Source: an optimization exercise on an open RTL-to-GDS flow (aim: small area and a short achievable clock period). Production flows keep margins and buffers that such runs may drop. Function was checked by simulation only, so behaviour that the tests miss may differ from the original.

==> flow/design.v (outline; a module is shown in full before it is edited, if it fits) <==
// module formula: 1201 lines
module formula #(
    parameter int N = 32  
) (
    input logic clk,
    input logic rstn,
    input logic i_valid,
    input logic signed [N-1 : 0] a,
    input logic signed [N-1 : 0] b,
    input logic signed [N-1 : 0] c,
    input logic signed [N-1 : 0] d,
    output logic o_valid,
    output logic signed [N-1 : 0] q
);
  // ...
==> flow/flow/run.sh <==
#!/bin/bash
# Own flow: the standard synthesis, then a polarity pass on the full adders
# (flow/fapol.py, which only removes or moves inverters and swaps gates for
# their complemented twins; registers are untouched), then the standard layout
# with buf_2 as the port buffer and no CTS dummy loads.
set -euo pipefail
W=$(pwd)
R=$W/orfs/results/$FLOW_PLATFORM/formula/base
bash standard.sh synth > $W/synth.log 2>&1
cp $R/1_2_yosys.v $W/1_2_yosys.std.v
FAPOL_MOVES=2000000 python3 $W/flow/fapol.py $W/1_2_yosys.std.v $W/1_2_yosys.pol.v > $W/fapol.log 2>&1
cp $W/1_2_yosys.pol.v $R/1_2_yosys.v
rm -f $R/1_synth.odb $R/1_synth.sdc
bash standard.sh finish \
  "BUFFER_PORTS_ARGS=-buffer_cell sky130_fd_sc_hd__buf_2" \
  "CTS_ARGS=-sink_clustering_enable -repair_clock_nets -dont_use_dummy_load" \
  > $W/finish.log 2>&1
==> flow/flow/fapol.py <==
#!/usr/bin/env python3
"""Remove inverters between full adders in a mapped sky130hd netlist.

A full adder is self-dual: FA(~a, ~b, ~c) = (~sum, ~cout).  Yosys's extract_fa
picks input/output polarities for each full adder on its own, which leaves
inverters between adders.  This pass chooses, for every fa cell, whether to use
it in complemented form (its inputs and outputs all inverted) so that as few
signals as possible need an inverted copy, then rebuilds the inverters.
Registers and every other cell are left as they are.

usage: fapol.py IN.v OUT.v
"""
import re, sys, os, collections
sys.path.insert(0, os.path.dirname(os.path.abspath(__file__)))
import twins as twmod
LIB = os.environ.get('LIB', '/OpenROAD-flow-scripts/flow/platforms/sky130hd/lib/sky130_fd_sc_hd__tt_025C_1v80.lib')
DONT = set(os.environ.get('DONT_USE', '').split())
TW, _ = twmod.twins(LIB)
def twin_ok(t):
    n = t.replace('sky130_fd_sc_hd__', '')
    if n not in TW: return False
    if re.match(r'(buf|clk|dly|inv|ebuf|einv|lpflow|probe|conb)', n): return False
    if 'sky130_fd_sc_hd__' + TW[n][0] in DONT: return False
    return True
INV_AREA = 3.7536

src = open(sys.argv[1]).read()
m = re.search(r'^module .*?;\n', src, re.S | re.M)
head_end = m.end()
cell_re = re.compile(r'^\s*(sky130_fd_sc_hd__\w+)\s+(\S+)\s*\((.*?)\);\n', re.S | re.M)
pin_re = re.compile(r'\.(\w+)\(\s*((?:\\\S+\s)|[^()]*?)\s*\)')

cells = []
first = None
last = None
for cm in cell_re.finditer(src):
    if first is None: first = cm.start()
    last = cm.end()
    pins = [(p, n.strip()) for p, n in pin_re.findall(cm.group(3))]
    cells.append([cm.group(1), cm.group(2), pins])
pre = src[:first]
post = src[last:]
assert 'assign' not in src[first:last]

OUT = {'X', 'Y', 'Q', 'Q_N', 'SUM', 'COUT', 'HI', 'LO'}
def is_inv(t):
    return re.match(r'sky130_fd_sc_hd__(clk)?inv_\d+$', t) is not None
def is_fa(t):
    return re.match(r'sky130_fd_sc_hd__fa_\d+$', t) is not None

# driver of each net
drv = {}
for i, (t, n, pins) in enumerate(cells):
    for p, net in pins:
        if p in OUT:
            drv[net] = (i, p)

# root of a net through inverters: (root net, parity)
def root(net):
    par = 0
    seen = 0
    while net in drv and is_inv(cells[drv[net][0]][0]):
        ci = drv[net][0]
        net = dict(cells[ci][2])['A']
        par ^= 1
        seen += 1
        assert seen < 1000
    return net, par

# consumers: (cell index, pin) with (root, parity); skip inverters themselves
cons = collections.defaultdict(list)   # root -> list of [ci, pin, parity]
ports_out = set()
for i, (t, n, pins) in enumerate(cells):
    if is_inv(t): continue
    for p, net in pins:
        if p in OUT: continue
        r, par = root(net)
        cons[r].append([i, p, par])
# output ports / nets read outside cells: any net with no cell load but used as a port
outs = re.findall(r'^\s*output\s+(?:\[(\d+):(\d+)\]\s+)?(\w+);', src[:first], re.M)
port_nets = []
for hi, lo, name in outs:
    if hi:
        for k in range(int(lo), int(hi) + 1):
            port_nets.append(f'{name}[{k}]')
    else:
        port_nets.append(name)
for pn in port_nets:
    r, par = root(pn)
    cons[r].append([None, pn, par])

fa_ids = [i for i, c in enumerate(cells) if is_fa(c[0])]
tw_ids = [i for i, c in enumerate(cells) if twin_ok(c[0])]
flip = {i: 0 for i in fa_ids + tw_ids}
tw_delta = {i: TW[cells[i][0].replace('sky130_fd_sc_hd__', '')][3] for i in tw_ids}
fa_set = set(fa_ids)
# roots touched by each fa
fa_in_roots = {}
for i in fa_ids:
    fa_in_roots[i] = [root(net)[0] for p, net in cells[i][2] if p not in OUT]
fa_out_roots = {i: [net for p, net in cells[i][2] if p in OUT] for i in fa_ids}
for i in tw_ids:
    fa_in_roots[i] = []
    fa_out_roots[i] = [net for p, net in cells[i][2] if p in OUT]

def root_flip(r):
    if r in drv:
        ci = drv[r][0]
        if ci in flip: return flip[ci]
    return 0

def need_inv(r):
    """1 if some consumer of root r needs the value opposite to what r carries"""
    sf = root_flip(r)
    for ci, p, par in cons[r]:
        want = par ^ (flip.get(ci, 0) if ci in fa_set else 0)
        if want ^ sf:
            return 1
    return 0

def local_cost(i):
    rs = set(fa_in_roots[i]) | set(fa_out_roots[i])
    return INV_AREA * sum(need_inv(r) for r in rs) + (tw_delta[i] if i in tw_delta and flip[i] else 0)

before = sum(need_inv(r) for r in cons)
import random, math
random.seed(1)
nodes = fa_ids + tw_ids
moves = int(os.environ.get('FAPOL_MOVES', '400000'))
T0, T1 = 6.0, 0.05
for mv in range(moves):
    T = T0 * (T1 / T0) ** (mv / moves)
    i = random.choice(nodes)
    c0 = local_cost(i)
    flip[i] ^= 1
    d = local_cost(i) - c0
    if d > 1e-9 and random.random() >= math.exp(-d / T):
        flip[i] ^= 1
for it in range(20):
    changed = 0
    for i in nodes:
        c0 = local_cost(i)
        flip[i] ^= 1
        c1 = local_cost(i)
        if c1 < c0 - 1e-6:
            changed += 1
        else:
            flip[i] ^= 1
    if not changed: break
after = sum(need_inv(r) for r in cons)
ninv_before = sum(1 for c in cells if is_inv(c[0]))
sys.stderr.write(f'fapol: {len(fa_ids)} fa, {len(tw_ids)} twins, {sum(flip[i] for i in fa_ids)} fa flipped, {sum(flip[i] for i in tw_ids)} twins flipped, area delta {sum(tw_delta[i] for i in tw_ids if flip[i]):.1f}, '
                 f'inverted roots {before} -> {after}, inverters before {ninv_before}\n')

# rebuild: drop every inverter whose output is consumed only through roots (all of them),
# add one inv_1 per root that needs an inverted copy
newcells = []
newwires = []
inv_net = {}
k = 0
def inv_of(r):
    global k
    if r not in inv_net:
        k += 1
        nn = f'fapol_n{k}'
        inv_net[r] = nn
        newwires.append(nn)
        newcells.append(['sky130_fd_sc_hd__inv_1', f'fapol_inv{k}', [('A', r), ('Y', nn)]])
    return inv_net[r]

port_assign = []
for r, lst in cons.items():
    sf = root_flip(r)
    for ci, p, par in lst:
        want = par ^ (flip.get(ci, 0) if ci in fa_set else 0)
        net = inv_of(r) if (want ^ sf) else r
        if ci is None:
            if net != p:
                port_assign.append((p, net))
        else:
            pins = cells[ci][2]
            for j, (pp, nn) in enumerate(pins):
                if pp == p:
                    pins[j] = (pp, net)
# a port net that is itself an inverter output keeps that inverter's name; handle by
# keeping port nets driven: if a port net's driver was an inverter we dropped, we
# drive it with a buffer from the chosen net.
for p, net in port_assign:
    k += 1
    newcells.append(['sky130_fd_sc_hd__buf_1', f'fapol_buf{k}', [('A', net), ('X', p)]])

for i in tw_ids:
    if flip[i]:
        n = cells[i][0].replace('sky130_fd_sc_hd__', '')
        nt, po, pn, _ = TW[n]
        cells[i][0] = 'sky130_fd_sc_hd__' + nt
        cells[i][2] = [(pn if p == po else p, net) for p, net in cells[i][2]]
out = [pre.rstrip('\n') + '\n']
for nn in newwires:
    out.append(f'  wire {nn};\n')
for t, n, pins in cells + newcells:
    if is_inv(t) and not n.startswith('fapol_'):
        continue
    ps = ',\n'.join(f'    .{p}({net}' + (' ' if net.startswith('\\') else '') + ')' for p, net in pins)
    out.append(f'  {t} {n} (\n{ps}\n  );\n')
out.append(post)
open(sys.argv[2], 'w').write(''.join(out))
sys.stderr.write(f'fapol: inverters after {len(inv_net)}, port buffers {len(port_assign)}\n')
==> flow/flow/twins.py <==
"""Cells of the sky130hd library that compute the complement of each other's function."""
import re, itertools

def parse_fn(s):
    toks = re.findall(r'[A-Za-z_]\w*|[()!&|^*+\']', s)
    pos = [0]
    def peek():
        return toks[pos[0]] if pos[0] < len(toks) else None
    def take():
        t = toks[pos[0]]; pos[0] += 1; return t
    def orx():
        a = xorx()
        while peek() in ('|', '+'):
            take(); b = xorx(); a = ('|', a, b)
        return a
    def xorx():
        a = andx()
        while peek() == '^':
            take(); b = andx(); a = ('^', a, b)
        return a
    def andx():
        a = unary()
        while peek() in ('&', '*') or (peek() is not None and (re.match(r'\w', peek()) or peek() in ('(', '!'))):
            if peek() in ('&', '*'): take()
            b = unary(); a = ('&', a, b)
        return a
    def unary():
        t = peek()
        if t == '!':
            take(); return ('!', unary())
        if t == '(':
            take(); a = orx(); assert take() == ')'
            e = a
        else:
            e = take()
        while peek() == "'":
            take(); e = ('!', e)
        return e
    e = orx()
    assert pos[0] == len(toks), s
    return e

def ev(e, env):
    if isinstance(e, str): return env[e]
    if e[0] == '!': return 1 - ev(e[1], env)
    a, b = ev(e[1], env), ev(e[2], env)
    return a & b if e[0] == '&' else a | b if e[0] == '|' else a ^ b

def load(lib):
    txt = open(lib).read()
    parts = re.split(r'\n\s*cell \("sky130_fd_sc_hd__', txt)
    info = {}
    for p in parts[1:]:
        name = p[:p.index('"')]
        if 'ff (' in p or 'latch (' in p or 'statetable' in p: continue
        pins = re.split(r'\n\s*pin \("', p)
        ins, outs = [], []
        for q in pins[1:]:
            pn = q[:q.index('"')]
            d = re.search(r'direction : "(\w+)"', q)
            if not d: continue
            if d.group(1) == 'input': ins.append(pn)
            elif d.group(1) == 'output':
                f = re.search(r'\bfunction : "([^"]*)"', q)
                outs.append((pn, f.group(1) if f else None))
        if len(outs) != 1 or outs[0][1] is None or not ins: continue
        area = float(re.search(r'area : ([\d.]+)', p).group(1))
        ins = sorted(ins)
        e = parse_fn(outs[0][1])
        tt = 0
        for k, vals in enumerate(itertools.product((0, 1), repeat=len(ins))):
            tt |= ev(e, dict(zip(ins, vals))) << k
        info[name] = (tuple(ins), outs[0][0], tt, area)
    return info

def twins(lib, dont_use=()):
    info = load(lib)
    by = {}
    for n, (ins, o, tt, a) in info.items():
        if n in dont_use: continue
        by.setdefault((ins, tt), []).append(n)
    tw = {}
    for n, (ins, o, tt, a) in info.items():
        if n in dont_use: continue
        full = (1 << (1 << len(ins))) - 1
        cand = by.get((ins, tt ^ full), [])
        if not cand: continue
        suf = n.rsplit('_', 1)[1]
        same = [c for c in cand if c.rsplit('_', 1)[1] == suf]
        pick = same[0] if same else min(cand, key=lambda c: info[c][3])
        tw[n] = (pick, info[n][1], info[pick][1], info[pick][3] - info[n][3])
    return tw, info

if __name__ == '__main__':
    import sys
    tw, info = twins(sys.argv[1])
    for k in sorted(tw):
        print(k, tw[k])
==> flow/standard.sh <==
#!/bin/bash
# synth_recipe.tcl (not shown) runs the flow's synth.tcl, then flattens the netlist and writes it again
# the make line also repeats each setting of config.mk as NAME=value (left out here)
make -C /OpenROAD-flow-scripts/flow DESIGN_CONFIG=/design/flow/config.mk WORK_HOME=/design/flow/orfs CLKGATE_MAP_FILE= SYNTH_SCRIPT=/design/flow/synth_recipe.tcl "${@:-finish}"
==> flow/config.mk <==
export PLATFORM = sky130hd
export DESIGN_NAME = formula
export DESIGN_NICKNAME = formula
export VERILOG_FILES = /design/flow/design.v
export SDC_FILE = /design/flow/constraint.sdc
export NUM_CORES = 4
export LEC_CHECK = 0
export ABC_CLOCK_PERIOD_IN_PS = 7000
export CAP_MARGIN = 20
export CORE_MARGIN = 2
export CORE_UTILIZATION = 40
export SETUP_SLACK_MARGIN = 4.5
export SLEW_MARGIN = 20
==> flow/constraint.sdc <==
create_clock -name core_clock -period 8.0 [get_ports {clk}]
set_input_delay 1.6000 -clock core_clock [delete_from_list [all_inputs] [get_ports {clk}]]
set_output_delay 1.6000 -clock core_clock [all_outputs]
set_load 0.01 [all_outputs]
==> run notes, run 1 <==
- Outcome: complete, no violations
- Fin. max-slew vios: 0
- Met3 usage: 8.35%
- Worst reg2reg path depth: 6
- Sequential cell area share: a little under a fifth
- Largest net degree at the start of global routing: 36
- ANT nets after route: 0
- Top Ports: 164
- Met2 WL post-DR: 53600 µm
- GR Layer Usage met2: 38.5%
- ANT cells: 1
- GRT Overall Usage: 25.5%
- Register area: between 7000 and 8000 µm²
- Die area: around 94000 µm²
- Hold Violations, Final: 0
- Mapped Nets: 4486
- Core ar.: 91400 µm²
- Worst setup startpoint: s_r[4]
- Invs w/o clock: 243
- Slowest library cell on the worst path: dfxtp_4
- Vias in the first global route: 29700
- Clock buf count: 46
- Critical path destination: m_r[45]
- CP top delay family: adder cells
- TritonCTS Buffers: 46
- Met3 wire len: 17300 µm
- Clock Tree Buf Depth: 3
- Min Tclk post-route: ~3.5 ns
- TritonCTS clock tree: done
- Non-clk buf share: 4.57%
==> run 2, diff against run 1 <==
--- a/flow/design.v
+++ b/flow/design.v
@@ -18,17 +18,17 @@
     end
     assign o_valid = v[4];
     logic [32:0] s_w, s_r;
     logic [33:0] x_w;
     logic [34:0] xe;
     logic [16:0] one_w, two_w, neg_w, one_r, two_r, neg_r;
     logic [31:0] d_r;
     assign s_w = {a[31], a} - {b[31], b};
-    assign x_w = {{2{c[31]}}, c} + {c[31], c, 1'b0} + 34'd1;
+    assign x_w = {{2{c[31]}}, c} + {c[31], c, 1'b1};
     assign xe = {x_w, 1'b0};
     for (genvar k = 0; k < 17; k++) begin : g_enc
         assign one_w[k] = xe[2*k+1] ^ xe[2*k];
         assign two_w[k] = (xe[2*k+2] & ~xe[2*k+1] & ~xe[2*k]) | (~xe[2*k+2] & xe[2*k+1] & xe[2*k]);
         assign neg_w[k] = xe[2*k+2];
     end
     always_ff @(posedge clk) begin
         s_r   <= s_w;
==> flow/config.mk (replaced) <==
export PLATFORM = sky130hd
export DESIGN_NAME = formula
export DESIGN_NICKNAME = formula
export VERILOG_FILES = /design/flow/design.v
export SDC_FILE = /design/flow/constraint.sdc
export NUM_CORES = 4
export LEC_CHECK = 0
export ABC_AREA = 1
export ABC_CLOCK_PERIOD_IN_PS = 7000
export CAP_MARGIN = 20
export CORE_MARGIN = 2
export CORE_UTILIZATION = 40
export SETUP_SLACK_MARGIN = 4.5
export SLEW_MARGIN = 20
==> run 2 against run 1 <==
  * Critical path depth increased by 2
  * Die area is 2.0% higher
  * Area after synthesis up 2.0%
  * Flip-flop and latch count did not move
  * Worst setup slack better by 0.026 ns
  * Final cell count rose by 16%
  * Synthesized cell count increased by 16%
  * Critical endpoint is now m_r[91]
==> run notes, run 2 <==
- Largest regs: m_r x181, s_r x33 (unchanged)
- Max Freq: 0.285 GHz (was 0.283 GHz)
- Pre-antenna DRT Iters: 8 (unchanged)
- TritonCTS clock tree: done (unchanged)
- CP max stage delay: 0.74 ns (was 0.77 ns)
- RSZ-0062 raised after global routing: true (unchanged)
- Outcome: complete, no violations (unchanged)
- Worst Max-Slew Pin Slew: 1.05 ns (was 0.843 ns)
- Worst reg2reg path depth: 8 (was 6)
- Worst setup startpoint: s_r[14] (was s_r[4])
- TritonCTS Buffers: 45 (was 46)
- Fin crit share: 43.9% (was 44.2%)
- First-pass GRT wire length: 197000 µm (was 183000 µm)
- Mean post-synth cell area: 8.86 µm² (was 10.1 µm²)
- Area Overhead vs Synth: 9.54% (was 11.0%)
- Most frequent cells in the layout: 605 x nand2_1, 544 x o22ai_1, 503 x fa_1 (was 544 x a22oi_1, 505 x xnor2_1, 499 x fa_1)
- Post-DP HPWL: 91000 µm (was 75100 µm)
- ANT cells: 0 (was 1)
- Normalized max-slew margin: 30.3% (was 43.8%)
- Slowest library cell on the worst path: fa_1 (was dfxtp_4)
- Setup violators final: 0 (unchanged)
- Crit path top cell by count: fa_1 (unchanged)
- Fraction of layout cells with a size suffix above 1: 9.27% (was 13.9%)
- DIE HEIGHT: 310 µm (was 307 µm)
- Biggest register: m_r (unchanged)
- ANT nets after route: 0 (unchanged)
- Final wirelength: 130000 µm (was 126000 µm)
- Skew final: 0.0949 ns (was 0.0367 ns)
- Max reg flops: 181 (unchanged)
- Final #Nets: 5114 (was 4432)
- Post-synthesis cell area: 37500 µm² (was 36800 µm²)
- Cells after Synth: 4237 (was 3645)
- Hold Violations, Final: 0 (unchanged)
- GP Congestion: 0.933 (was 0.886)
- Critical Path Sink Type: flop (unchanged)
- Clock Tree Buf Depth: 3 (unchanged)
- MaxCap Viol Count: 0 (unchanged)
- Routed vias/inst: 5.68 (was 6.05)
- YS warnings: 2 (unchanged)
- Setup TNS: 0 ns (unchanged)
- Worst R2R Setup Slack: 4.49 ns (was 4.46 ns)
- Iteration-0 DRC Markers: 3744 (was 3388)
- Worst min path class: reg -> reg (unchanged)
- Site Rows: 112 (was 111)
- Max Fanout on Critical Path: 34 (unchanged)
- GRT Overall Usage: 27.3% (was 25.5%)
- Fin area: 41100 µm² (was 40800 µm²)
- Mapped Nets: 5078 (was 4486)
- Port-buffer cells: 163 (unchanged)
- Grt ovf: 0 (unchanged)
- Clock Pin Slew Worst Setup and Hold Paths: 0.06 ns (about the same)
- Worst reg2reg path endpoint: m_r[91] (was m_r[45])
- Initial antenna violation count: 6 (was 1)
- Hold buffer count at cts: 0 (unchanged)
- Vias in the first global route: 32000 (was 29700)
- Critical Path Start Type: flop (unchanged)
- Most common cell after layout, fill and taps aside: nand2_1 (was a22oi_1)
- WP data required: 8.41 ns (was 8.47 ns)
- Clock root cell: clkbuf_16 (unchanged)
- Vias: 31400 (was 28900)
- Drt wl/cell: 23.6 µm (was 26.5 µm)
- Fin. max-slew vios: 0 (unchanged)
- Min Tclk post-route: 3.51 ns (was 3.54 ns)
- Clock latency on the worst-skew pair: 0.61 ns (about the same)
- Initial Utilization: 40.3% (was 40.2%)
- CP arrival: 3.92 ns (was 4.01 ns)
- Largest net degree at the start of global routing: 35 (was 36)
- Die area: 96300 µm² (was 94400 µm²)
- Critical path destination: m_r[91] (was m_r[45])
- CP cell instances: clkinv_1 -> buf_6 -> o22ai_1 -> xor2_1 -> fa_1 -> fa_1 -> fa_1 -> fa_1 (was a22oi_1 -> xor2_2 -> fa_1 -> fa_1 -> fa_2 -> fa_1)
- Die Span X: 310 µm (was 307 µm)
- Crit Path Category: reg -> reg (unchanged)
- Area after DPL: 39400 µm² (was 38300 µm²)
- Residual DRC count: 0 (unchanged)
- Clk sinks: 367 (unchanged)
- Top Ports: 164 (unchanged)
- Worst flop-to-flop path startpoint: s_r[14] (was s_r[4])
- Core ar.: 93200 µm² (was 91400 µm²)
- H-tree Lvls: 2 (unchanged)
-- run 2: cell count changes in the layout (fill, tap and decap cells not counted), sizes merged, moves of 17 or more --
cell | previous run | this run
o21ai | 103 | 82
inv | 239 | 460
nand2 | 98 | 623
xnor2 | 510 | 441
a21oi | 84 | 101
a21o | 42 | 7
a22oi | 544 | 0
xor2 | 195 | 227
nand3 | 24 | 100
o22ai | 4 | 545
nor2 | 65 | 180
-- run 2: area by class of cell --
type,count,area [µm²]
Multi-Input combinational cell,3127,27400
Sequential cell,367,7390
Timing Repair Buffer,252,1720
Clock buffer,45,1130
Inverter,480,1910
Tap cell,1254,1570
Fill cell,9056,52100
-- run 2: worst min-delay path by stage --
stage / end / cells after the start / startpoint
floorplan: m_r[1] / 0 / neg_r[0]
CTS: q_r[20] / 2 / t_r[20]
global route: q_r[21] / 2 / t_r[21]
finish: q_r[18] / 2 / t_r[18]
global placement: q_r[2] / 2 / t_r[2]
detailed placement: q_r[18] / 2 / t_r[18]
-- run 2: worst max-delay path: cells and delay by family (launching register included) --
family | cells | cell delay (ns)
AOI/OAI and AO/OA | 1 | 0.17
xor gates and xnor gates | 1 | 0.19
adders and majority gates | 4 | 2.21
buffers and inverters | 2 | 0.40
DFF | 1 | 0.30
-- run 2: timing repair --
action,4_1_cts,5_1_grt
resized for setup,54,82
buffers inserted,14,4
setup endpoints to repair,122,45
pin swaps,0,1
-- run 2: through the flow --
stage | hold WS, ns | instances | setup slack, ns | util, %
after global placement | 0.411 | 5462 | 4.03 | 42.3
after global routing | 0.442 | 5525 | 4.50 | 44.1
after detailed placement | 0.409 | 5462 | 3.99 | 42.3
after CTS | 0.418 | 5521 | 4.50 | 43.8
final | 0.418 | 5525 | 4.49 | 44.1
after floorplan | 0.326 | 4237 | 4.54 | -
-- run 2: layer usage --
metal / up-vias / wire (µm) / track usage, %
met2: 2064 / 54900 / 40.9
met5: - / 76 / 0
met1: 14900 / 50000 / 34.3
met4: 12 / 9150 / 16.1
met3: 570 / 16200 / 8.82
li1: 13800 / - / -

## port drivers added, routing unchanged
Ports are ideal in the flow. The routed layouts listed here were re-timed in OpenROAD.
Step 1 (the two cells are an assumption about what drives the block):
set clk [get_ports {clk}]
set_driving_cell -lib_cell sky130_fd_sc_hd__clkbuf_16 $clk
set_driving_cell -lib_cell sky130_fd_sc_hd__buf_2 [delete_from_list [all_inputs] $clk]
Step 2, shift: input delay + t, output delay - t, t = (earliest + latest rising clock arrival at the registers) / 2. This alone moves slack from input paths to output paths.
Slacks: no drivers / after step 1 / after step 2; pairs: no drivers / after step 1.
| run | shift t [ns] | setup slack, ns | latest minus earliest clock arrival (ns) | slew at the worst register clock pin (ns) | pins driven straight from the clock port |
|---|---|---|---|---|---|
| run 1 | 0.654 | 4.460 / 4.460 / 3.854 | 0.038 / 0.038 | 0.06 / 0.06 | 1 |
| run 2 | 0.639 | 4.486 / 4.486 / 4.396 | 0.095 / 0.095 | 0.06 / 0.06 | 1 |
After both steps setup and hold are still met in every run listed. For run 1, which loses most, drivers alone change the setup slack by 0.000 ns; drivers and shift together by -0.606 ns.
